Context: an optimization exercise on an open-source flow, tuned for small area. The choices shown serve that exercise and are no tape-out recipe.
Only simulation tests tie the RTL to the original design; equivalence was not proved.
The flow treats the clock pin as an ideal source, which a real chip does not have.
Power and IR drop assume default switching activity.

[flow/flow/equiv.sh]
#!/bin/bash
# equiv.sh LIB gold.v gate.v LOG : proves the two netlists' combinational logic
# equal, with every flip-flop cut into a port pair matched by instance name.
LIB=$1; G=$2; T=$3; LOG=$4
D=$(dirname "$0")
python3 $D/cut.py $G eq_gold.v gold
python3 $D/cut.py $T eq_gate.v gate
yosys -p "read_liberty -ignore_miss_func $LIB; read_verilog eq_gold.v eq_gate.v; hierarchy -check; flatten; opt_clean; miter -equiv -flatten -make_outputs gold gate miter; hierarchy -top miter; sat -verify -prove trigger 0 miter" > $LOG 2>&1
[flow/config.mk]
export PLATFORM = sky130hd
export DESIGN_NAME = pwm_in_button
export DESIGN_NICKNAME = pwm_in_button
export VERILOG_FILES = /design/flow/design.v
export SDC_FILE = /design/flow/constraint.sdc
export NUM_CORES = 4
export LEC_CHECK = 0
export CAP_MARGIN = 0
export CORE_MARGIN = 2
export CORE_UTILIZATION = 40
export SLEW_MARGIN = 0
[flow/flow/cut.py]
# cut.py in.v out.v modname : replace flop instances by ports (combinational view)
import re,sys
src=open(sys.argv[1]).read()
inst_re=re.compile(r'^\s*(sky130_fd_sc_hd__(?:df|dl|edf|sdf)\w*)\s+(\\\S+|\w+)\s*\((.*?)\);',re.S|re.M)
ins=[];outs=[];assigns=[]
def repl(m):
    cell,name,body=m.group(1),m.group(2),m.group(3)
    key=re.sub(r'[^A-Za-z0-9_]','_',name)
    for pin,net in re.findall(r'\.(\w+)\(([^()]*)\)',body):
        net=net.strip()
        if pin in ('Q','Q_N'):
            p='ff_%s_%s'%(key,pin); ins.append(p); assigns.append('assign %s = %s ;'%(net,p))
        else:
            p='ff_%s_%s'%(key,pin); outs.append(p); assigns.append('assign %s = %s ;'%(p,net))
    return ''
body=inst_re.sub(repl,src)
hdr=re.search(r'module\s+pwm_in_button\s*\((.*?)\);',body,re.S)
ports=hdr.group(1)
newports=ports+', '+', '.join(ins+outs)
body=body.replace(hdr.group(0),'module %s(%s);\n'%(sys.argv[3],newports)+'\n'.join('  input %s;'%p for p in ins)+'\n'+'\n'.join('  output %s;'%p for p in outs)+'\n',1)
body=body.replace('endmodule','\n'.join(assigns)+'\nendmodule')
open(sys.argv[2],'w').write(body)
[flow/standard.sh]
#!/bin/bash
# synth_recipe.tcl (not shown) runs the flow's synth.tcl, then flattens the netlist and writes it again
# the make line also repeats each setting of config.mk as NAME=value (left out here)
make -C /OpenROAD-flow-scripts/flow DESIGN_CONFIG=/design/flow/config.mk WORK_HOME=/design/flow/orfs CLKGATE_MAP_FILE= SYNTH_SCRIPT=/design/flow/synth_recipe.tcl "${@:-finish}"
[flow/flow/dont_use.txt]
sky130_fd_sc_hd__probe_p_8 sky130_fd_sc_hd__probec_p_8 sky130_fd_sc_hd__lpflow_* sky130_fd_sc_hd__fill_* sky130_fd_sc_hd__tap* sky130_fd_sc_hd__decap_* sky130_fd_sc_hd__diode_* sky130_fd_sc_hd__dly* sky130_fd_sc_hd__clkdly* sky130_fd_sc_hd__clkbuf_* sky130_fd_sc_hd__clkinv* sky130_fd_sc_hd__ebuf* sky130_fd_sc_hd__einv* sky130_fd_sc_hd__buf_[2-9]* sky130_fd_sc_hd__buf_1[0-9]* sky130_fd_sc_hd__bufbuf* sky130_fd_sc_hd__bufinv* sky130_fd_sc_hd__conb_1 sky130_fd_sc_hd__fa_* sky130_fd_sc_hd__ha_* sky130_fd_sc_hd__fah* sky130_fd_sc_hd__macro*
[flow/flow/run.sh]
#!/bin/bash
# Own layout flow: the standard synthesis, then an area-oriented re-mapping of
# its combinational logic (flip-flops kept as the standard synthesis made them,
# and the result proven equal to it), then the standard layout steps with the
# smallest port buffers and a clock tree without dummy loads.
set -euo pipefail
W=$(pwd)
F=$W/flow
R=$W/orfs/results/$FLOW_PLATFORM/pwm_in_button/base
LIB=$FLOW_HOME/platforms/$FLOW_PLATFORM/lib/sky130_fd_sc_hd__tt_025C_1v80.lib

# 1. standard synthesis
bash standard.sh synth > $W/log_synth.txt 2>&1
cp $R/1_2_yosys.v $W/netlist_standard.v

# 2. re-map the combinational logic for area
if RESYN_LIB=$LIB RESYN_IN=$W/netlist_standard.v RESYN_OUT=$W/netlist_resyn.v \
     RESYN_DONT_USE="$(cat $F/dont_use.txt)" yosys -c $F/resyn.tcl > $W/log_resyn.txt 2>&1 \
   && bash $F/equiv.sh $LIB $W/netlist_standard.v $W/netlist_resyn.v $W/log_equiv.txt; then
  echo "re-mapped netlist proven equal; using it" > $W/log_choice.txt
  cp $W/netlist_resyn.v $R/1_2_yosys.v
  rm -f $R/1_synth.odb $R/1_synth.sdc
  bash standard.sh synth > $W/log_synth_odb.txt 2>&1
else
  echo "re-mapping failed or not proven; keeping the standard netlist" > $W/log_choice.txt
fi

# 3. the standard layout steps
bash standard.sh \
  "BUFFER_PORTS_ARGS=-buffer_cell sky130_fd_sc_hd__buf_1" \
  "CTS_ARGS=-sink_clustering_enable -repair_clock_nets -dont_use_dummy_load -sink_clustering_size 60 -sink_clustering_max_diameter 500 -buf_list sky130_fd_sc_hd__clkbuf_8" \
  finish > $W/log_layout.txt 2>&1
[flow/flow/resyn.tcl]
# Re-map the combinational logic of the standard synthesis netlist for area.
# Registers (and every other sequential or tie cell) are kept exactly as the
# standard synthesis made them, with their instance names.
yosys -import
set lib $::env(RESYN_LIB)
set in  $::env(RESYN_IN)
set out $::env(RESYN_OUT)
set dont_use {}
foreach c $::env(RESYN_DONT_USE) { lappend dont_use -dont_use $c }

read_liberty -ignore_miss_func $lib
read_verilog $in
hierarchy -top pwm_in_button
blackbox sky130_fd_sc_hd__df* sky130_fd_sc_hd__dl* sky130_fd_sc_hd__sdf* sky130_fd_sc_hd__edf* sky130_fd_sc_hd__conb*
flatten
hierarchy -top pwm_in_button
opt -purge
abc -script "+strash;&get,-n;&dch,-f;&nf,-R,1000;&put;strash;&get,-n;&dch,-f;&nf,-R,1000;&put" -liberty $lib {*}$dont_use
opt_clean -purge
hilomap -singleton -hicell sky130_fd_sc_hd__conb_1 HI -locell sky130_fd_sc_hd__conb_1 LO
yosys rename -hide w:*.*
opt_clean -purge
read_liberty -lib -ignore_miss_func $lib
check -assert
stat -liberty $lib
write_verilog -noattr -noexpr -nohex -nodec $out
[flow/constraint.sdc]
create_clock -name core_clock -period 5.0 [get_ports {clk}]
set_input_delay 1.0000 -clock core_clock [delete_from_list [all_inputs] [get_ports {clk}]]
set_output_delay 1.0000 -clock core_clock [all_outputs]
set_load 0.01 [all_outputs]
[flow/design.v]
`timescale 1ns / 1ps
module pwm_in_button (clk, rst, increase_duty_bt, decrease_duty_bt, increase_freq_bt, decrease_freq_bt, pwm_out);
    input clk, rst, increase_duty_bt, decrease_duty_bt, increase_freq_bt, decrease_freq_bt;
    output pwm_out;
    integer i;
    reg  [6:0] db;
    wire [15:0] db_tt = 16'he619;    
    wire       db_fb = db_tt[{db[6], db[4], db[3], db[1]}];
    wire       tick = ~db[0] & db[1] & ~db[2] & db[3] & ~db[4] & ~db[6];
    always @(posedge clk, posedge rst) begin
        if (rst)
            db <= 0;
        else
            db <= {db[5:0], db_fb};
    end
    wire [3:0] bt = {decrease_freq_bt, increase_freq_bt, decrease_duty_bt, increase_duty_bt};
    reg  [3:0] bt_s1, bt_s2, bt_dly;
    wire [3:0] bt_pulse = bt_s2 & ~bt_dly;
    always @(posedge clk, posedge rst) begin
        if (rst) begin
            bt_s1 <= 0;
            bt_s2 <= 0;
            bt_dly <= 0;
        end else begin
            if (tick) begin
                bt_s1 <= bt;
                bt_s2 <= bt_s1;
            end
            bt_dly <= bt_s2;
        end
    end
    reg [7:0] duty, cycl, duty_nxt, cycl_nxt;
    reg [8:0] d_one, d_zero, c_one, c_zero;
    reg       d_inc, d_dec, c_inc, c_dec;
    always @* begin
        d_one[0] = 1'b1;
        d_zero[0] = 1'b1;
        c_one[0] = 1'b1;
        c_zero[0] = 1'b1;
        for (i = 0; i < 8; i = i + 1) begin
            d_one[i+1]  = d_one[i] & duty[i];
            d_zero[i+1] = d_zero[i] & ~duty[i];
            c_one[i+1]  = c_one[i] & cycl[i];
            c_zero[i+1] = c_zero[i] & ~cycl[i];
        end
        d_inc = bt_pulse[0] & ~d_one[8];
        d_dec = ~d_inc & bt_pulse[1] & ~d_zero[8];
        c_inc = bt_pulse[3] & ~c_one[8];
        c_dec = ~c_inc & bt_pulse[2] & ~c_zero[8];
        for (i = 0; i < 8; i = i + 1) begin
            duty_nxt[i] = duty[i] ^ ((d_inc & d_one[i]) | (d_dec & d_zero[i]));
            cycl_nxt[i] = cycl[i] ^ ((c_inc & c_one[i]) | (c_dec & c_zero[i]));
        end
    end
    always @(posedge clk, posedge rst) begin
        if (rst) begin
            duty <= 0;
            cycl <= 0;
        end else begin
            duty <= duty_nxt;
            cycl <= cycl_nxt;
        end
    end
    reg [7:0] fd_cnt, fd_nxt;
    reg       fd_clk;
    reg       fd_lt, fd_c;
    always @* begin
        fd_lt = 1'b0;    
        for (i = 0; i < 8; i = i + 1)
            fd_lt = (~fd_cnt[i] & cycl[i]) | (~fd_cnt[i] & fd_lt) | (cycl[i] & fd_lt);
        fd_c = 1'b1;
        for (i = 0; i < 8; i = i + 1) begin
            fd_nxt[i] = fd_lt & (fd_cnt[i] ^ fd_c);
            fd_c = fd_c & fd_cnt[i];
        end
    end
    wire en = fd_clk & ~|fd_cnt;
    always @(posedge clk, posedge rst) begin
        if (rst) begin
            fd_cnt <= 0;
            fd_clk <= 0;
        end else begin
            fd_cnt <= fd_nxt;
            fd_clk <= fd_clk ^ ~fd_lt;
        end
    end
    reg [7:0] pc, pc_nxt;
    reg       pc_c, pc_lt;
    wire      pc_wrap = &pc[7:1];
    always @* begin
        pc_c = en;
        for (i = 0; i < 8; i = i + 1) begin
            pc_nxt[i] = ~pc_wrap & (pc[i] ^ pc_c);
            pc_c = pc_c & pc[i];
        end
        pc_lt = 1'b0;    
        for (i = 0; i < 8; i = i + 1)
            pc_lt = (~pc[i] & duty[i]) | (~pc[i] & pc_lt) | (duty[i] & pc_lt);
    end
    always @(posedge clk, posedge rst) begin
        if (rst)
            pc <= 0;
        else
            pc <= pc_nxt;
    end
    assign pwm_out = pc_lt;
endmodule
==> flow_metrics.tcl, run 1 <==
set metrics [dict create \
    outcome "finished clean" \
    r2r_start "duty[0]" \
    dieHeight_um 81.3 \
    routed_wl_mm 4.22 \
    worstPathRequired_ps 4000 \
    dpl.hpwl_mm 2.93 \
    rrSetupSlack_ps 2510 \
    rsz0062_at_grt "no" \
    drt_iter0_drc 88 \
    grtUsageTotal_pct 14.4 \
    cp_data_arrival_time_ps 2160 \
    max-slew-margin-rel_pct 29.4 \
    syn_inst 236 \
    ff2ff_path_depth 5 \
    grt_pass1_wl_mm 7.47 \
    vias 1742 \
    antenna_found_initial 0 \
    via_per_inst 5.41 \
    syn-mean-instance-area_sq_um 10.1 \
    fin_tns_setup_ps 0 \
    fmax_mhz 316 \
    final_cell_mix "dfrtp_1, nor2_1, inv_1" \
    clk_path_buf_depth 2 \
    drc 0 \
    irDropWorstVdd_mv 0.136 \
    end_kind "primary output" \
    clk_pin_slew_ps 90 \
    worstSkewPairLatency_ps 300 \
    cp-start-kind "register" \
    start_util_pct 40.8 \
    r2r-end "duty[5]" \
    diodes 0 \
    cts_root_buf "clkbuf_8" \
    cts_sinks 52 \
    wl_per_cell_um 13.1 \
    cap_violations 0 \
    fp.dieW_um 81.3 \
    layout.nets 255 \
    total_power_w 0.000646 \
    cellLeakagePower_nw 1.14 \
    seqCellArea_sq_um 1300 \
    finClkSkew_ps 7.37 \
    min_from "db[5]" \
    hold_viol 0 \
    cp_max_fo 8 \
    grt-ovfl-total 0 \
    worst_slew_pin_slew_ps 1060 \
    syn-cell-area_sq_um 2390 \
    cts_max_level 2 \
    ioPinCount 7 \
    grt_max_degree 53 \
    gp_congestion 0.762 \
    first_pass_iters 4 \
    port_buffers 6 \
    core.rowCount 28 \
    placed_cells 317 \
    hold_class "reg2reg" \
    finalCritPeriodShare_pct 63.3 \
    layout-drive-gt1-share_pct 2.43 \
    power_density_nw_per_um2 251 \
    fin_crit_ps 3160 \
    min_to "db[6]" \
    die_area_sq_um 6610 \
    holdWs_ps 353 \
    slew_violations 0 \
    fillers 565 \
    ys_warn_count 1 \
    drtAntennaViolNets 0 \
    whs_path_depth 0 \
    ctsResizeCount 0 \
    final_common_cell "dfrtp_1" \
    coreArea_sq_um 5850 \
    crit_type "reg2out" \
    multiInputGateArea_sq_um 1010 \
    cts_tree "yes" \
    synth_nets 242 \
    cts_made_buffers 5 \
    stdcell_count 322 \
    hold_buffers 0 \
    syn_to_final_growth_pct 7.75 \
    cts_setup_buffers 0 \
    final_core_util_pct 44.0 \
    first_global_vias 1667 \
    setup_violations 0 \
]
-- critical path: stages, from the launching register on --
cell and delay, ps:
dfrtp_1 460, nor2b_1 170, maj3_1 340, a21oi_1 120, o22ai_1 90, o21ai_0 80, a222oi_1 130, maj3_1 360
buf_1 130
-- power by group --
| group | total, W | internal [W] | switching (W) |
|---|---|---|---|
| logic | 0.0000103 | 0.00000178 | 0.00000848 |
| clock network | 0.000214 | 0.0000906 | 0.000123 |
| registers | 0.000422 | 0.000422 | 0.000000649 |
| total | 0.000646 | 0.000514 | 0.000132 |
-- registers in the layout (all words and copies together) (netlist names) --
register	flops
bt_dly	4
cycl	8
duty	8
bt_s2	4
fd_cnt	8
pc	8
fd_clk	1
bt_s1	4
db	7
-- per-layer routing --
metal  track usage (%)  wire (um)  share of wire, %
met1              18.6       2130                50
met2              23.8       1950                46
met3              4.67        112               2.7
met4              3.05         28              0.66
met5                 0          0                 0
-- final cells by class --
cell class / count / area share, %
clock buffer: 5 / 2.67
inverter: 21 / 3.06
multi-input combinational: 163 / 39.2
sequential: 52 / 50.5
tap: 75 / 3.64
timing repair buffer: 6 / 0.875
-- through the flow --
stage	instance area (sq um)	setup WS (ps)
5_1_grt	2570	1690
6_report	2570	1840
3_3_place_gp	2510	2190
4_1_cts	2570	1830
2_1_floorplan	2390	2330
3_5_place_dp	2510	2160
-- worst max-delay path by stage --
| stage | start | endpoint | slack (ps) |
|---|---|---|---|
| after floorplan | duty[0] | pwm_out | 2330 |
| after global placement | duty[0] | pwm_out | 2190 |
| after detailed placement | duty[0] | pwm_out | 2160 |
| after CTS | duty[0] | pwm_out | 1830 |
| after global routing | duty[0] | pwm_out | 1690 |
| final | duty[0] | pwm_out | 1840 |
==> run 2, diff against run 1 <==
--- a/flow/flow/run.sh
+++ b/flow/flow/run.sh
@@ -13,16 +13,40 @@
 bash standard.sh synth > $W/log_synth.txt 2>&1
 cp $R/1_2_yosys.v $W/netlist_standard.v
 
-# 2. re-map the combinational logic for area
-if RESYN_LIB=$LIB RESYN_IN=$W/netlist_standard.v RESYN_OUT=$W/netlist_resyn.v \
-     RESYN_DONT_USE="$(cat $F/dont_use.txt)" yosys -c $F/resyn.tcl > $W/log_resyn.txt 2>&1 \
-   && bash $F/equiv.sh $LIB $W/netlist_standard.v $W/netlist_resyn.v $W/log_equiv.txt; then
-  echo "re-mapped netlist proven equal; using it" > $W/log_choice.txt
-  cp $W/netlist_resyn.v $R/1_2_yosys.v
+# 2. re-map the combinational logic for area: a few ABC scripts, keep the
+#    smallest netlist that is proven equal to the standard one
+NF='&dch,-f;&nf,-R,1000;&put'
+SCRIPTS=("+strash;&get,-n;$NF;strash;&get,-n;$NF")
+for s in 0 1 2 3 4 5 6 7; do
+  SCRIPTS+=("+strash;&get,-n;&deepsyn,-J,50,-S,$s;$NF")
+done
+best=""; best_area=""
+i=0
+for scr in "${SCRIPTS[@]}"; do
+  out=$W/netlist_resyn_$i.v
+  if RESYN_LIB=$LIB RESYN_IN=$W/netlist_standard.v RESYN_OUT=$out RESYN_SCRIPT="$scr" \
+       RESYN_DONT_USE="$(cat $F/dont_use.txt)" timeout 300 yosys -c $F/resyn.tcl > $W/log_resyn_$i.txt 2>&1; then
+    a=$(awk '/Chip area/ {print $NF}' $out.stat)
+    echo "candidate $i area $a script $scr" >> $W/log_choice.txt
+    if [[ -z "$best_area" ]] || awk -v a="$a" -v b="$best_area" 'BEGIN{exit !(a < b)}'; then
+      if bash $F/equiv.sh $LIB $W/netlist_standard.v $out $W/log_equiv_$i.txt; then
+        best=$out; best_area=$a
+      else
+        echo "candidate $i not proven equal" >> $W/log_choice.txt
+      fi
+    fi
+  else
+    echo "candidate $i failed" >> $W/log_choice.txt
+  fi
+  i=$((i+1))
+done
+if [[ -n "$best" ]]; then
+  echo "using $best ($best_area)" >> $W/log_choice.txt
+  cp $best $R/1_2_yosys.v
   rm -f $R/1_synth.odb $R/1_synth.sdc
   bash standard.sh synth > $W/log_synth_odb.txt 2>&1
 else
-  echo "re-mapping failed or not proven; keeping the standard netlist" > $W/log_choice.txt
+  echo "keeping the standard netlist" >> $W/log_choice.txt
 fi
 
 # 3. the standard layout steps
--- a/flow/flow/resyn.tcl
+++ b/flow/flow/resyn.tcl
@@ -15,12 +15,12 @@
 flatten
 hierarchy -top pwm_in_button
 opt -purge
-abc -script "+strash;&get,-n;&dch,-f;&nf,-R,1000;&put;strash;&get,-n;&dch,-f;&nf,-R,1000;&put" -liberty $lib {*}$dont_use
+abc -script $::env(RESYN_SCRIPT) -liberty $lib {*}$dont_use
 opt_clean -purge
 hilomap -singleton -hicell sky130_fd_sc_hd__conb_1 HI -locell sky130_fd_sc_hd__conb_1 LO
 yosys rename -hide w:*.*
 opt_clean -purge
 read_liberty -lib -ignore_miss_func $lib
 check -assert
-stat -liberty $lib
+tee -o $out.stat stat -liberty $lib
 write_verilog -noattr -noexpr -nohex -nodec $out
==> flow_metrics.tcl, run 2 <==
set metrics [dict create \
    final_cell_mix "dfrtp_1, nor2_1, inv_1" \
    grt_max_degree 53 \
    first_global_vias 1408 \
    cp_data_arrival_time_ps 3510 \
    syn-mean-instance-area_sq_um 10.7 \
    cts_made_buffers 5 \
    wl_per_cell_um 11.9 \
    rsz0062_at_grt "no" \
    clk_path_buf_depth 2 \
    drt_iter0_drc 45 \
    die_area_sq_um 6360 \
    wl_met3_um 95 \
    dr.max_layer_used "met4" \
    cap_violations 0 \
    cp_max_fo 6 \
    final_common_cell "dfrtp_1" \
    outcome "finished clean" \
    worst_slew_pin_slew_ps 1030 \
    fp.dieW_um 79.7 \
    core.rowCount 27 \
    layout.nets 233 \
    dieHeight_um 79.7 \
    dpl.hpwl_mm 2.49 \
    fin_tns_setup_ps 0 \
    grt_pass1_wl_mm 6.31 \
    power_density_nw_per_um2 261 \
    vias 1478 \
    cp-start-kind "register" \
    layout-drive-gt1-share_pct 2.67 \
    cts_setup_buffers 0 \
    grt-ovfl-total 0 \
    ff2ff_path_depth 9 \
    cts_root_buf "clkbuf_8" \
    final_core_util_pct 44.7 \
    syn_to_final_growth_pct 7.91 \
    start_util_pct 41.4 \
    cts_sinks 52 \
    first_pass_iters 4 \
    worstPathRequired_ps 4000 \
    cts_max_level 2 \
    crit_type "reg2out" \
    gp_congestion 0.803 \
    antenna_found_initial 0 \
    end_kind "primary output" \
    ioPinCount 7 \
    seqCellArea_sq_um 1300 \
    diodes 0 \
    syn_inst 214 \
    port_buffers 6 \
    worstSkewPairLatency_ps 310 \
    ys_warn_count 1 \
    finalCritPeriodShare_pct 90.3 \
    fillers 547 \
    irDropWorstVdd_mv 0.158 \
    hold_viol 0 \
    via_per_inst 4.98 \
    finClkSkew_ps 25.4 \
    slew_violations 0 \
    clk_pin_slew_ps 100 \
    hold_class "reg2reg" \
    grtUsageTotal_pct 12.8 \
    cellLeakagePower_nw 1.10 \
    drc 0 \
    wl_met1_mm 1.79 \
    cts_tree "yes" \
    multiInputGateArea_sq_um 926 \
    drtAntennaViolNets 0 \
    fmax_mhz 222 \
    syn-cell-area_sq_um 2290 \
    ctsResizeCount 0 \
    setup_violations 0 \
    whs_path_depth 0 \
    routed_wl_mm 3.52 \
    synth_nets 220 \
    max-slew-margin-rel_pct 31.1 \
    route.met2.wl_mm 1.57 \
    hold_buffers 0 \
    fin_crit_ps 4510 \
    coreArea_sq_um 5540 \
]
==> run 2: worst max-delay path, stage by stage, from the launching register on <==
cell and delay [ps]:
dfrtp_1 440, nor2b_1 160, maj3_1 350, maj3_1 360
maj3_1 360, maj3_1 360, maj3_1 360, maj3_1 360
maj3_1 350, buf_1 130
==> run 2: area by class of cell <==
cell class | instances | area share [%]
Clock buffer | 5 | 2.78
Timing Repair Buffer | 6 | 0.910
Tap cell | 72 | 3.64
Inverter | 18 | 2.73
Multi-Input combinational cell | 144 | 37.4
Sequential cell | 52 | 52.6
==> run 2: where the power goes <==
group / switching, W / internal (W)
Clock: 0.000124 / 0.0000906
Sequential: 0.000000666 / 0.000422
Combinational: 0.00000832 / 0.00000179
Total: 0.000133 / 0.000514
==> run 2: worst paths after layout <==
kind,from,to,slack [ps]
max in group asynchronous,rst,pc[3],3420
hold / removal,db[5],db[6],360
min in group asynchronous,rst,bt_s1[0],900
hold reg to reg,db[5],db[6],360
setup reg to reg,fd_cnt[0],fd_clk,1420
setup / recovery,duty[0],pwm_out,490
==> run 2: through the flow <==
stage | total power [W] | setup WS, ps | instances | area (sq um) | hold WS (ps)
after CTS | 0.000658 | 455 | 297 | 2480 | 359
after detailed placement | 0.000442 | 791 | 292 | 2410 | 345
after floorplan | 0.000438 | 949 | 214 | 2290 | 331
final | 0.000647 | 487 | 297 | 2480 | 358
after global placement | 0.000442 | 818 | 292 | 2410 | 335
after global routing | 0.000674 | 310 | 297 | 2480 | 370
==> run 2: metal layers <==
metal,track usage (%),vias up
met4,5.08,0
met5,0,-
met1,17.4,705
met3,3.39,6
met2,19.6,14
li1,-,753
==> run 3, diff against run 2 <==
--- a/flow/flow/run.sh
+++ b/flow/flow/run.sh
@@ -52,5 +52,5 @@
 # 3. the standard layout steps
 bash standard.sh \
   "BUFFER_PORTS_ARGS=-buffer_cell sky130_fd_sc_hd__buf_1" \
-  "CTS_ARGS=-sink_clustering_enable -repair_clock_nets -dont_use_dummy_load -sink_clustering_size 60 -sink_clustering_max_diameter 500 -buf_list sky130_fd_sc_hd__clkbuf_8" \
+  "CTS_ARGS=-sink_clustering_enable -repair_clock_nets -dont_use_dummy_load -sink_clustering_size 60 -sink_clustering_max_diameter 500 -buf_list sky130_fd_sc_hd__clkbuf_4 -root_buf sky130_fd_sc_hd__clkbuf_8" \
   finish > $W/log_layout.txt 2>&1
--- a/flow/config.mk
+++ b/flow/config.mk
@@ -7,5 +7,5 @@
 export LEC_CHECK = 0
 export CAP_MARGIN = 0
 export CORE_MARGIN = 2
-export CORE_UTILIZATION = 40
+export CORE_UTILIZATION = 80
 export SLEW_MARGIN = 0
==> flow_metrics.tcl, run 3 <==
set metrics [dict create \
    outcome "finished clean" \
    drc 0 \
    drtAntennaViolNets 0 \
    worst_slew_pin_slew_ps 1030 \
    fmax_mhz 216 \
    grtUsageTotal_pct 33.1 \
    cts_root_buf "clkbuf_8" \
    grt-ovfl-total 0 \
    max-slew-margin-rel_pct 31.0 \
    irDropWorstVdd_mv 0.333 \
    syn_to_final_growth_pct 5.67 \
    start_util_pct 83.9 \
    final_cell_mix "dfrtp_1, nor2_1, inv_1" \
    gp_congestion 0.902 \
    finalCritPeriodShare_pct 92.6 \
    grt_max_degree 53 \
    power_frac_seq_pct 65.6 \
    cts_tree "yes" \
    layout-drive-gt1-share_pct 2.67 \
    fp.dieW_um 57.6 \
    fin_crit_ps 4630 \
    hold_buffers 0 \
    swShare_pct 20.2 \
    clk_pin_slew_ps 90 \
    worstPathRequired_ps 4000 \
    port_buffers 6 \
    final_common_cell "dfrtp_1" \
    fin_area_sq_um 2420 \
    hold_viol 0 \
    slew_violations 0 \
    synth_nets 220 \
    syn-mean-instance-area_sq_um 10.7 \
    crit_type "reg2out" \
    use_met1_pct 42.9 \
    cp-start-kind "register" \
    internal_power_w 0.000514 \
    fin_tns_setup_ps 0 \
    layout.nets 233 \
    rsz0062_at_grt "no" \
    cellLeakagePower_nw 1.10 \
    ioPinCount 7 \
    share_comb_of_total_power_pct 1.6 \
    drt_iter0_drc 165 \
    worstSkewPairLatency_ps 310 \
    hold_class "reg2reg" \
    clkPwrFrac_pct 32.8 \
    first_pass_iters 4 \
    setup_violations 0 \
    core.rowCount 19 \
    die_area_sq_um 3310 \
    cts_sinks 52 \
    finClkSkew_ps 21.2 \
    dieHeight_um 57.6 \
    met2_usage_pct 55.2 \
    cap_violations 0 \
    power_density_nw_per_um2 266 \
    cp_max_fo 6 \
    ys_warn_count 1 \
    ctsResizeCount 0 \
    antenna_found_initial 0 \
    cts_max_level 2 \
    first_global_vias 1723 \
    via_per_inst 6.47 \
    vias 1656 \
    routed_wl_mm 4.75 \
    fillers 122 \
    clk_path_buf_depth 2 \
    power.switching_w 0.000130 \
    cp_data_arrival_time_ps 3630 \
    end_kind "primary output" \
    wl_per_cell_um 18.5 \
    grt_use_met3_pct 7.48 \
    grt_pass1_wl_mm 8.16 \
    total_power_w 0.000644 \
    gr-max-usage-layer "met2" \
    cts_made_buffers 5 \
    post_dp_cell_area_sq_um 2360 \
    syn_inst 214 \
    cts_setup_buffers 0 \
    syn-cell-area_sq_um 2290 \
    dpl.hpwl_mm 2.99 \
    diodes 0 \
    coreArea_sq_um 2730 \
]
## run 3: cell counts in the layout (fill, tap and decap cells not counted)
Identical to the previous run, type by type.
## run 3: area by class of cell
class | count | area, sq um | share of cell area [%]
clock buffer | 5 | 68.8 | 2.84
inverter | 18 | 67.6 | 2.79
multi-input combinational | 144 | 926 | 38.2
sequential | 52 | 1300 | 53.7
tap | 31 | 38.8 | 1.60
timing repair buffer | 6 | 22.5 | 0.929
## run 3: path summary, 6_finish.rpt
kind                       startpoint         to  slack [ps]  cells past startpoint
setup / recovery              duty[0]    pwm_out         370                      9
hold / removal                  db[5]      db[6]         370                      0
setup reg to reg            fd_cnt[0]  fd_cnt[1]        1370                      9
hold reg to reg                 db[5]      db[6]         370                      0
max in group asynchronous         rst    cycl[2]        3430                      2
min in group asynchronous         rst      db[0]         920                      2
## run 3: worst max-delay path: stages (launching register included)
cell and delay (ps):
dfrtp_1 460, nor2b_1 180, maj3_1 380, maj3_1 370, maj3_1 370, maj3_1 360
maj3_1 360, maj3_1 370, maj3_1 360, buf_1 130
## run 3: layer usage
metal | share of wire (%) | up-vias
met2 | 51 | 88
met5 | 0 | -
met4 | 2.4 | 0
li1 | - | 753
met1 | 40 | 795
met3 | 6.7 | 20
## run 3: metrics by stage
step	util (%)	setup slack, ps	hold slack [ps]	std cells
2_1_floorplan	-	949	331	214
3_3_place_gp	86.2	836	337	251
3_5_place_dp	86.2	708	338	251
4_1_cts	88.7	379	369	256
5_1_grt	88.7	229	382	256
6_report	88.7	371	371	256
## run 3: power groups by stage
stage	registers [W]	clock network [W]	logic (W)
global placement	0.000431	0	0.0000102
finish	0.000423	0.000211	0.0000104
CTS	0.000423	0.000208	0.0000107
floorplan	0.000431	0	0.00000727
detailed placement	0.000431	0	0.0000106
global route	0.000423	0.000223	0.0000123
==> run 4, diff against run 3 <==
==> flow/flow/run.sh (replaced) <==
#!/bin/bash
# Own layout flow: the standard synthesis, then an area-oriented re-mapping of
# its combinational logic (flip-flops kept as the standard synthesis made them,
# and the result proven equal to it), then the standard layout steps with the
# smallest port buffers and a clock tree without dummy loads.
set -euo pipefail
W=$(pwd)
F=$W/flow
R=$W/orfs/results/$FLOW_PLATFORM/pwm_in_button/base
LIB=$FLOW_HOME/platforms/$FLOW_PLATFORM/lib/sky130_fd_sc_hd__tt_025C_1v80.lib

# 1. standard synthesis
bash standard.sh synth > $W/log_synth.txt 2>&1
cp $R/1_2_yosys.v $W/netlist_standard.v

# 2. re-map the combinational logic for area. Round 0 tries a plain ABC
#    mapping and &deepsyn with several seeds on the standard netlist; each later
#    round starts &deepsyn again from the best netlist so far. A candidate is
#    kept only if it is smaller and proven equal to the standard netlist.
NF='&dch,-f;&nf,-R,1000;&put'
best=$W/netlist_standard.v
best_area=$(awk '/Chip area/ {print $NF}' $W/orfs/reports/$FLOW_PLATFORM/pwm_in_button/base/synth_stat.txt 2>/dev/null || true)
best_area=${best_area:-1e18}
echo "standard netlist area $best_area" > $W/log_choice.txt
candidate() {  # candidate ID INPUT SCRIPT
  RESYN_LIB=$LIB RESYN_IN=$2 RESYN_OUT=$W/cand_$1.v RESYN_SCRIPT="$3" \
    RESYN_DONT_USE="$(cat $F/dont_use.txt)" timeout 600 yosys -c $F/resyn.tcl > $W/log_resyn_$1.txt 2>&1 || true
}
for round in 0 1 2; do
  src=$best
  ids=()
  if [[ $round == 0 ]]; then
    candidate r0_plain $src "+strash;&get,-n;$NF;strash;&get,-n;$NF" &
    ids+=(r0_plain)
  fi
  for k in 0 1 2 3 4 5 6 7; do
    s=$((round * 8 + k))
    candidate r${round}_s$s $src "+strash;&get,-n;&deepsyn,-J,50,-S,$s;$NF" &
    ids+=(r${round}_s$s)
    if (( ${#ids[@]} % 4 == 0 )); then wait; fi
  done
  wait
  for id in "${ids[@]}"; do
    out=$W/cand_$id.v
    [[ -f $out.stat ]] || { echo "candidate $id failed" >> $W/log_choice.txt; continue; }
    a=$(awk '/Chip area/ {print $NF}' $out.stat)
    echo "candidate $id area $a" >> $W/log_choice.txt
    if awk -v a="$a" -v b="$best_area" 'BEGIN{exit !(a < b)}'; then
      if bash $F/equiv.sh $LIB $W/netlist_standard.v $out $W/log_equiv_$id.txt; then
        best=$out; best_area=$a
      else
        echo "candidate $id not proven equal" >> $W/log_choice.txt
      fi
    fi
  done
done
if [[ $best != $W/netlist_standard.v ]]; then
  echo "using $best ($best_area)" >> $W/log_choice.txt
  cp $best $R/1_2_yosys.v
  rm -f $R/1_synth.odb $R/1_synth.sdc
  bash standard.sh synth > $W/log_synth_odb.txt 2>&1
else
  echo "keeping the standard netlist" >> $W/log_choice.txt
fi

# 3. the standard layout steps
bash standard.sh \
  "BUFFER_PORTS_ARGS=-buffer_cell sky130_fd_sc_hd__buf_1" \
  "PRE_CTS_TCL=$F/cts_pre.tcl" CLK_GROUPS=3 CLK_BUF_CELL=sky130_fd_sc_hd__clkbuf_8 \
  "CTS_ARGS=-dont_use_dummy_load -buf_list sky130_fd_sc_hd__clkbuf_8" \
  finish > $W/log_layout.txt 2>&1
==> flow/flow/cts_pre.tcl (new file) <==
# Clock tree made here instead of by TritonCTS: the flip-flops are split by
# position (recursive bisection) into CLK_GROUPS groups of equal size, and each group is driven by
# one clock buffer placed at its centre and fed straight from the clock port.
# Every flip-flop sees the same depth of one buffer. TritonCTS is then told to
# leave these nets alone.
set ngroups $::env(CLK_GROUPS)
set cell $::env(CLK_BUF_CELL)
set block [ord::get_db_block]
set clknet [$block findNet clk]
set master [[ord::get_db] findMaster $cell]
set sinks {}
foreach it [$clknet getITerms] {
  set bb [[$it getInst] getBBox]
  lappend sinks [list [expr {([$bb xMin] + [$bb xMax]) / 2}] [expr {([$bb yMin] + [$bb yMax]) / 2}] $it]
}
# recursive bisection along the longer side of each part's bounding box
proc split_sinks {sinks parts} {
  if {$parts <= 1} { return [list $sinks] }
  set xs {}; set ys {}
  foreach s $sinks { lappend xs [lindex $s 0]; lappend ys [lindex $s 1] }
  set xs [lsort -integer $xs]; set ys [lsort -integer $ys]
  if {[lindex $xs end] - [lindex $xs 0] >= [lindex $ys end] - [lindex $ys 0]} { set key 0 } else { set key 1 }
  set sinks [lsort -integer -index $key $sinks]
  set p1 [expr {$parts / 2}]
  set p2 [expr {$parts - $p1}]
  set cut [expr {[llength $sinks] * $p1 / $parts}]
  return [concat [split_sinks [lrange $sinks 0 [expr {$cut - 1}]] $p1] [split_sinks [lrange $sinks $cut end] $p2]]
}
set groups [split_sinks $sinks $ngroups]
set skip {clk}
for {set g 0} {$g < $ngroups} {incr g} {
  set group [lindex $groups $g]
  set leaf [odb::dbNet_create $block clknet_leaf_$g]
  set inst [odb::dbInst_create $block $master clkbuf_leaf_$g]
  set sx 0; set sy 0
  foreach s $group {
    set it [lindex $s 2]
    $it disconnect
    $it connect $leaf
    set sx [expr {$sx + [lindex $s 0]}]; set sy [expr {$sy + [lindex $s 1]}]
  }
  set k [llength $group]
  [$inst findITerm A] connect $clknet
  [$inst findITerm X] connect $leaf
  $inst setLocation [expr {$sx / $k}] [expr {$sy / $k}]
  $inst setPlacementStatus PLACED
  lappend skip clknet_leaf_$g
  puts "clock buffer clkbuf_leaf_$g ($cell) drives $k flip-flops"
}
set_cts_config -skip_nets $skip
--- a/flow/config.mk
+++ b/flow/config.mk
@@ -6,6 +6,6 @@
 export NUM_CORES = 4
 export LEC_CHECK = 0
 export CAP_MARGIN = 0
-export CORE_MARGIN = 2
-export CORE_UTILIZATION = 80
+export CORE_AREA = 2.76 2.72 61.64 62.56
+export DIE_AREA = 0 0 64.4 65.28
 export SLEW_MARGIN = 0
==> flow_metrics.tcl, run 4 <==
set metrics [dict create \
    cp_data_arrival_time_ps 2270 \
    hold_class "reg2reg" \
    grt_max_degree 53 \
    finClkSkew_ps 12.8 \
    syn_inst 211 \
    ff2ff_path_depth 10 \
    syn_to_final_growth_pct 5.43 \
    route.met2.wl_mm 1.84 \
    wl_per_cell_um 14.1 \
    finalCritPeriodShare_pct 65.4 \
    cellLeakagePower_nw 1.06 \
    coreArea_sq_um 3520 \
    r2r-end "cycl[5]" \
    rsz0062_at_grt "no" \
    grt_pass1_wl_mm 6.51 \
    cp_max_fo 3 \
    die_area_sq_um 4200 \
    fmax_mhz 306 \
    fp.dieW_um 64.4 \
    wl_met3_um 123 \
    cts_setup_buffers 0 \
    ctsResizeCount 0 \
    start_util_pct 64.7 \
    layout-drive-gt1-share_pct 1.82 \
    cp_slowest_cell "dfrtp_1" \
    diodes 0 \
    outcome "finished clean" \
    drtAntennaViolNets 0 \
    fillers 307 \
    grt-ovfl-total 0 \
    cpPeakStageDelay_ps 420 \
    drc 0 \
    hold_viol 0 \
    placed_cells 265 \
    crit_family "adder cells" \
    ioPinCount 7 \
    slew_violations 0 \
    fin_crit_ps 3270 \
    final_common_cell "dfrtp_1" \
    core.rowCount 22 \
    cp-start-kind "register" \
    syn-cell-area_sq_um 2280 \
    setup_violations 0 \
    multiInputGateArea_sq_um 918 \
    seqCellArea_sq_um 1300 \
    first_global_vias 1506 \
    fin_tns_setup_ps 0 \
    irDropWorstVdd_mv 0.205 \
    via_per_inst 5.84 \
    crit_top_cell "maj3_1" \
    stdcell_count 268 \
    ys_warn_count 1 \
    syn-mean-instance-area_sq_um 10.8 \
    max-slew-margin-rel_pct 33.4 \
    power_density_nw_per_um2 245 \
    cp.depth 8 \
    grtUsageTotal_pct 18.9 \
    port_buffers 6 \
    dpl.hpwl_mm 2.74 \
    hold_buffers 0 \
    crit_path_end "pwm_out" \
    rrSetupSlack_ps 1970 \
    wl_met1_mm 1.78 \
    layout.nets 228 \
    worstSkewPairLatency_ps 160 \
    first_pass_iters 4 \
    crit_type "reg2out" \
    gp_congestion 0.860 \
    dr.max_layer_used "met4" \
    r2r_start "cycl[1]" \
    dieHeight_um 65.3 \
    holdWs_ps 365 \
    drt_iter0_drc 69 \
    antenna_found_initial 0 \
    cap_violations 0 \
    vias 1566 \
    worstPathRequired_ps 4000 \
    clk_pin_slew_ps 100 \
    crit_path_start "pc[0]" \
    crit_buf_inv 1 \
    worst_slew_pin_slew_ps 997 \
    final_cell_mix "dfrtp_1, nor2_1, inv_1, nand2_1, xnor2_1" \
    end_kind "primary output" \
    cp_cell_sequence "nand2b_1 -> maj3_1 -> maj3_1 -> o21ai_0 -> a31oi_1 -> a221oi_1 -> a2bb2oi_1 -> buf_1" \
    routed_wl_mm 3.79 \
    synth_nets 217 \
]
[run 4: layer usage]
| layer | global-route usage, % | vias to the layer above |
|---|---|---|
| li1 | - | 753 |
| met1 | 26.7 | 788 |
| met2 | 33.5 | 22 |
| met3 | 1.54 | 3 |
| met4 | 1.60 | 0 |
| met5 | 0 | - |
[run 4: layout make-up]
type	count	share of cell area, %
flip-flops and latches	52	54.1
well taps	48	2.50
plain buffers	3	1.72
inverters	16	2.50
multi-input cells	143	38.2
repair buffers	6	0.937
[run 4: worst min-delay path by stage]
| stage | from | endpoint | slack, ps | cells past startpoint |
|---|---|---|---|---|
| floorplan | db[5] | db[6] | 330 | 0 |
| global placement | db[5] | db[6] | 340 | 0 |
| detailed placement | db[5] | db[6] | 350 | 0 |
| CTS | db[5] | db[6] | 350 | 0 |
| global route | db[5] | db[6] | 380 | 0 |
| finish | db[5] | db[6] | 360 | 0 |
[run 4: worst register-to-register path: cells and delay by family (launching register included)]
kind / cells / cell delay (ps)
and+or+nand+nor: 6 / 1630
AOI/OAI and AO/OA: 3 / 690
DFF: 1 / 440
xor gates and xnor gates: 1 / 160
[run 4: where the power goes]
group | switching (W) | internal, W | total [W]
clock network | 0.000101 | 0.0000558 | 0.000157
registers | 0.000000785 | 0.000422 | 0.000423
logic | 0.00000818 | 0.00000179 | 0.00000997
[run 4: stage by stage]
stage	util [%]	total power, W	instance area [sq um]	setup slack (ps)
global placement	67.0	0.000441	2360	2060
global route	68.2	0.000611	2400	1650
CTS	68.2	0.000560	2400	1970
floorplan	-	0.000438	2280	2170
finish	68.2	0.000589	2400	1730
detailed placement	67.0	0.000442	2360	1970
==> run 5, diff against run 4 <==
--- a/flow/flow/run.sh
+++ b/flow/flow/run.sh
@@ -26,7 +26,7 @@
   RESYN_LIB=$LIB RESYN_IN=$2 RESYN_OUT=$W/cand_$1.v RESYN_SCRIPT="$3" \
     RESYN_DONT_USE="$(cat $F/dont_use.txt)" timeout 600 yosys -c $F/resyn.tcl > $W/log_resyn_$1.txt 2>&1 || true
 }
-for round in 0 1 2; do
+for round in 0 1 2 3 4; do
   src=$best
   ids=()
   if [[ $round == 0 ]]; then
@@ -35,7 +35,8 @@
   fi
   for k in 0 1 2 3 4 5 6 7; do
     s=$((round * 8 + k))
-    candidate r${round}_s$s $src "+strash;&get,-n;&deepsyn,-J,50,-S,$s;$NF" &
+    J=$(( round == 0 ? 50 : 100 ))
+    candidate r${round}_s$s $src "+strash;&get,-n;&deepsyn,-J,$J,-S,$s;$NF" &
     ids+=(r${round}_s$s)
     if (( ${#ids[@]} % 4 == 0 )); then wait; fi
   done
==> flow_metrics.tcl, run 5 <==
set metrics [dict create \
    final_common_cell "dfrtp_1" \
    synth_nets 214 \
    slew_violations 0 \
    grt_max_degree 53 \
    cp_data_arrival_time_ps 2130 \
    irDropWorstVdd_mv 0.197 \
    dr.max_layer_used "met4" \
    drtAntennaViolNets 0 \
    syn_to_final_growth_pct 5.49 \
    wl_met1_mm 1.73 \
    via_per_inst 5.60 \
    cpPeakStageDelay_ps 420 \
    final_cell_mix "dfrtp_1, nor2_1, inv_1, xnor2_1, a21oi_1" \
    hold_class "reg2reg" \
    setup_violations 0 \
    outcome "finished clean" \
    fin_tns_setup_ps 0 \
    fp.dieW_um 64.4 \
    cap_violations 0 \
    total_power_w 0.000584 \
    wl_met3_um 62 \
    rsz0062_at_grt "no" \
    core.rowCount 22 \
    wl_per_cell_um 13.1 \
    fin_crit_ps 3130 \
    grt_pass1_wl_mm 6.40 \
    dieHeight_um 65.3 \
    first_pass_iters 4 \
    crit_type "reg2out" \
    worstPathRequired_ps 4000 \
    diodes 0 \
    first_global_vias 1449 \
    end_kind "primary output" \
    crit_buf_inv 2 \
    layout.nets 225 \
    gp_congestion 0.980 \
    finClkSkew_ps 8.85 \
    syn_inst 208 \
    cp_slowest_cell "dfrtp_1" \
    layout-drive-gt1-share_pct 1.84 \
    cts_setup_buffers 0 \
    fmax_mhz 320 \
    cp_cell_sequence "inv_1 -> a211oi_1 -> o21ai_0 -> o21ai_0 -> a21oi_1 -> a21oi_1 -> maj3_1 -> maj3_1 -> buf_1" \
    worstSkewPairLatency_ps 160 \
    finalCritPeriodShare_pct 62.6 \
    start_util_pct 64.0 \
    vias 1485 \
    cp-start-kind "register" \
    dpl.hpwl_mm 2.58 \
    ys_warn_count 1 \
    hold_buffers 0 \
    grtUsageTotal_pct 18.5 \
    route.met2.wl_mm 1.63 \
    hold_viol 0 \
    ioPinCount 7 \
    syn-mean-instance-area_sq_um 10.8 \
    coreArea_sq_um 3520 \
    cellLeakagePower_nw 1.03 \
    routed_wl_mm 3.47 \
    crit_family "adder cells" \
    clk_pin_slew_ps 100 \
    antenna_found_initial 0 \
    cp_max_fo 5 \
    drc 0 \
    die_area_sq_um 4200 \
    syn-cell-area_sq_um 2250 \
    grt-ovfl-total 0 \
    ctsResizeCount 0 \
    max-slew-margin-rel_pct 31.4 \
    worst_slew_pin_slew_ps 1030 \
    port_buffers 6 \
    power_density_nw_per_um2 246 \
    drt_iter0_drc 115 \
]
[run 5: path summary, 6_finish.rpt]
path                           start   endpoint  slack, ps  depth (start not counted)
hold / removal                 db[5]      db[6]        370                          0
min in group asynchronous        rst   bt_s2[3]       1050                          2
setup reg to reg           fd_cnt[0]  fd_cnt[6]       2110                          9
setup / recovery             duty[1]    pwm_out       1870                          9
hold reg to reg                db[5]      db[6]        370                          0
max in group asynchronous        rst    duty[0]       3300                          2
[run 5: report_power, final]
part	internal, W	switching (W)	total (W)
registers	0.000422	0.000000760	0.000423
logic	0.00000178	0.00000827	0.0000101
clock network	0.0000557	0.0000961	0.000152
[run 5: layer usage]
layer,vias to the layer above,GRT usage (%)
met5,-,0
met4,0,2.93
met3,5,1.20
met2,14,30.9
met1,726,27.5
li1,740,-
[run 5: per-stage QoR]
step	cells	hold slack, ps	util, %	worst slack, ps	area (sq um)
6_report	265	368	67.5	1870	2380
5_1_grt	265	377	67.5	1650	2380
4_1_cts	265	346	67.5	2070	2380
3_5_place_dp	262	339	66.3	2070	2340
3_3_place_gp	262	336	66.3	2110	2340
2_1_floorplan	208	331	-	2270	2250
[run 5: cell type report]
type	count	area [sq um]
flip-flops and latches	52	1300
multi-input cells	140	893
well taps	48	60.1
inverters	16	60.1
repair buffers	6	22.5
fillers	310	1140
plain buffers	3	41.3
==> run 6, diff against run 5 <==
--- a/flow/flow/run.sh
+++ b/flow/flow/run.sh
@@ -2,7 +2,9 @@
 # Own layout flow: the standard synthesis, then an area-oriented re-mapping of
 # its combinational logic (flip-flops kept as the standard synthesis made them,
 # and the result proven equal to it), then the standard layout steps with the
-# smallest port buffers and a clock tree without dummy loads.
+# smallest port buffers and a one-level clock tree (cts_pre.tcl: three clock
+# buffers fed from the clock port, each driving a third of the flip-flops;
+# TritonCTS is told to skip those nets).
 set -euo pipefail
 W=$(pwd)
 F=$W/flow
==> flow_metrics.tcl, run 6 <==
set metrics [dict create \
    grt-ovfl-total 0 \
    drc 0 \
    dpl.hpwl_mm 2.58 \
    cp-start-kind "register" \
    swShare_pct 18.0 \
    vias 1485 \
    cap_violations 0 \
    coreArea_sq_um 3520 \
    setup_violations 0 \
    fin_tns_setup_ps 0 \
    die_area_sq_um 4200 \
    power.switching_w 0.000105 \
    wl_per_cell_um 13.1 \
    antenna_found_initial 0 \
    slew_violations 0 \
    r2r-end "fd_cnt[6]" \
    first_pass_iters 4 \
    fmax_mhz 320 \
    rsz0062_at_grt "no" \
    fp.dieW_um 64.4 \
    internal_power_w 0.000479 \
    ctsResizeCount 0 \
    whs_path_depth 0 \
    outcome "finished clean" \
    min_from "db[5]" \
    start_util_pct 64.0 \
    drt_iter0_drc 115 \
    final_cell_mix "dfrtp_1, nor2_1, inv_1, xnor2_1, a21oi_1" \
    crit_type "reg2out" \
    diodes 0 \
    syn_inst 208 \
    worst_slew_pin_slew_ps 1030 \
    ff2ff_path_depth 9 \
    port_buffers 6 \
    gp_congestion 0.980 \
    post_dp_cell_area_sq_um 2340 \
    min_to "db[6]" \
    finClkSkew_ps 8.85 \
    worstPathRequired_ps 4000 \
    ioPinCount 7 \
    finalCritPeriodShare_pct 62.6 \
    drtAntennaViolNets 0 \
    r2r_start "fd_cnt[0]" \
    share_comb_of_total_power_pct 1.7 \
    syn-cell-area_sq_um 2250 \
    grt_use_met3_pct 1.20 \
    hold_class "reg2reg" \
    clk_pin_slew_ps 100 \
    cts_setup_buffers 0 \
    holdWs_ps 368 \
    clkPwrFrac_pct 26.0 \
    hold_buffers 0 \
    routed_wl_mm 3.47 \
    ys_warn_count 1 \
    gr-max-usage-layer "met2" \
    use_met1_pct 27.5 \
    cp_data_arrival_time_ps 2130 \
    syn_to_final_growth_pct 5.49 \
    dieHeight_um 65.3 \
    worstSkewPairLatency_ps 160 \
    cellLeakagePower_nw 1.03 \
    grt_pass1_wl_mm 6.40 \
    fillers 310 \
    via_per_inst 5.60 \
    end_kind "primary output" \
    met2_usage_pct 30.9 \
    grtUsageTotal_pct 18.5 \
    cp_max_fo 5 \
    grt_max_degree 53 \
    irDropWorstVdd_mv 0.197 \
    cp_slowest_cell "dfrtp_1" \
    layout-drive-gt1-share_pct 1.84 \
    cpPeakStageDelay_ps 420 \
    power_frac_seq_pct 72.3 \
    cp_cell_sequence "inv_1 -> a211oi_1 -> o21ai_0 -> o21ai_0 -> a21oi_1 -> a21oi_1 -> maj3_1 -> maj3_1 -> buf_1" \
    fin_crit_ps 3130 \
    max-slew-margin-rel_pct 31.4 \
    final_common_cell "dfrtp_1" \
    hold_viol 0 \
    fin_area_sq_um 2380 \
    first_global_vias 1449 \
    rrSetupSlack_ps 2110 \
    synth_nets 214 \
    core.rowCount 22 \
    syn-mean-instance-area_sq_um 10.8 \
    power_density_nw_per_um2 246 \
    layout.nets 225 \
]
[run 6: area by class of cell]
cell class              count  area [sq um]  area share (%)
plain buffers               3          41.3            1.74
inverters                  16          60.1            2.52
multi-input cells         140           893            37.6
flip-flops and latches     52          1300            54.7
well taps                  48          60.1            2.52
repair buffers              6          22.5           0.947
[run 6: through the flow]
stage / total power, W / utilization, % / cells / worst slack, ps
6_report: 0.000584 / 67.5 / 265 / 1870
5_1_grt: 0.000611 / 67.5 / 265 / 1650
4_1_cts: 0.000559 / 67.5 / 265 / 2070
3_5_place_dp: 0.000442 / 66.3 / 262 / 2070
3_3_place_gp: 0.000441 / 66.3 / 262 / 2110
2_1_floorplan: 0.000438 / - / 208 / 2270
[run 6: power by group through the flow]
stage / Clock (W) / Sequential [W] / Combinational [W]
2_1_floorplan: 0 / 0.000431 / 0.00000727
3_3_place_gp: 0 / 0.000431 / 0.0000102
3_5_place_dp: 0 / 0.000431 / 0.0000108
4_1_cts: 0.000118 / 0.000431 / 0.0000107
5_1_grt: 0.000176 / 0.000423 / 0.0000121
6_report: 0.000152 / 0.000423 / 0.0000101
[run 6: worst max-delay path by stage]
| stage | from | end |
|---|---|---|
| finish | duty[1] | pwm_out |
| global route | duty[1] | pwm_out |
| CTS | duty[1] | pwm_out |
| detailed placement | duty[1] | pwm_out |
| global placement | duty[1] | pwm_out |
| floorplan | fd_cnt[0] | fd_clk |
[run 6: worst max-delay path, delay by kind of cell (launching register included)]
family | cells | cell delay (ps)
compound gates | 5 | 540
fa+ha+maj | 2 | 720
buf+inv | 2 | 290
flops | 1 | 420
[run 6: layer usage]
layer	part of all wire [%]	vias up
li1	-	740
met1	50	726
met2	47	14
met3	1.8	5
met4	1.6	0
met5	0	-

what the ideal ports hide:
The flow's constraints put no driver on any port. The routed layouts listed below were extracted and timed again, unchanged, in two steps.
Step 1 assumes that a clkbuf_16 drives the clock port and a buf_2 every other input.
Step 2 moves the port delays by t, midway between the first and last clock arrival at a register: inputs arrive t later, outputs are due t later. That takes back most of the time a late clock gives input paths.
Three values: ideal, step 1, step 2; two values: the first two.
run	t, ns	setup WS [ns]	worst setup path after step 2	clock arrival spread, ns	pins driven straight from the clock port
run 1	0.319	1.836 / 1.810 / 2.129	register to output	0.009 / 0.008	1
run 2	0.325	0.487 / 0.461 / 0.786	register to output	0.027 / 0.026	1
run 3	0.322	0.371 / 0.344 / 0.666	register to output	0.022 / 0.022	1
run 4	0.203	1.729 / 1.683 / 1.886	register to output	0.013 / 0.013	3
run 5	0.195	1.872 / 1.830 / 2.025	register to output	0.010 / 0.010	3
run 6	0.195	1.872 / 1.830 / 2.025	register to output	0.010 / 0.010	3
After both steps setup and hold are still met in every run listed.
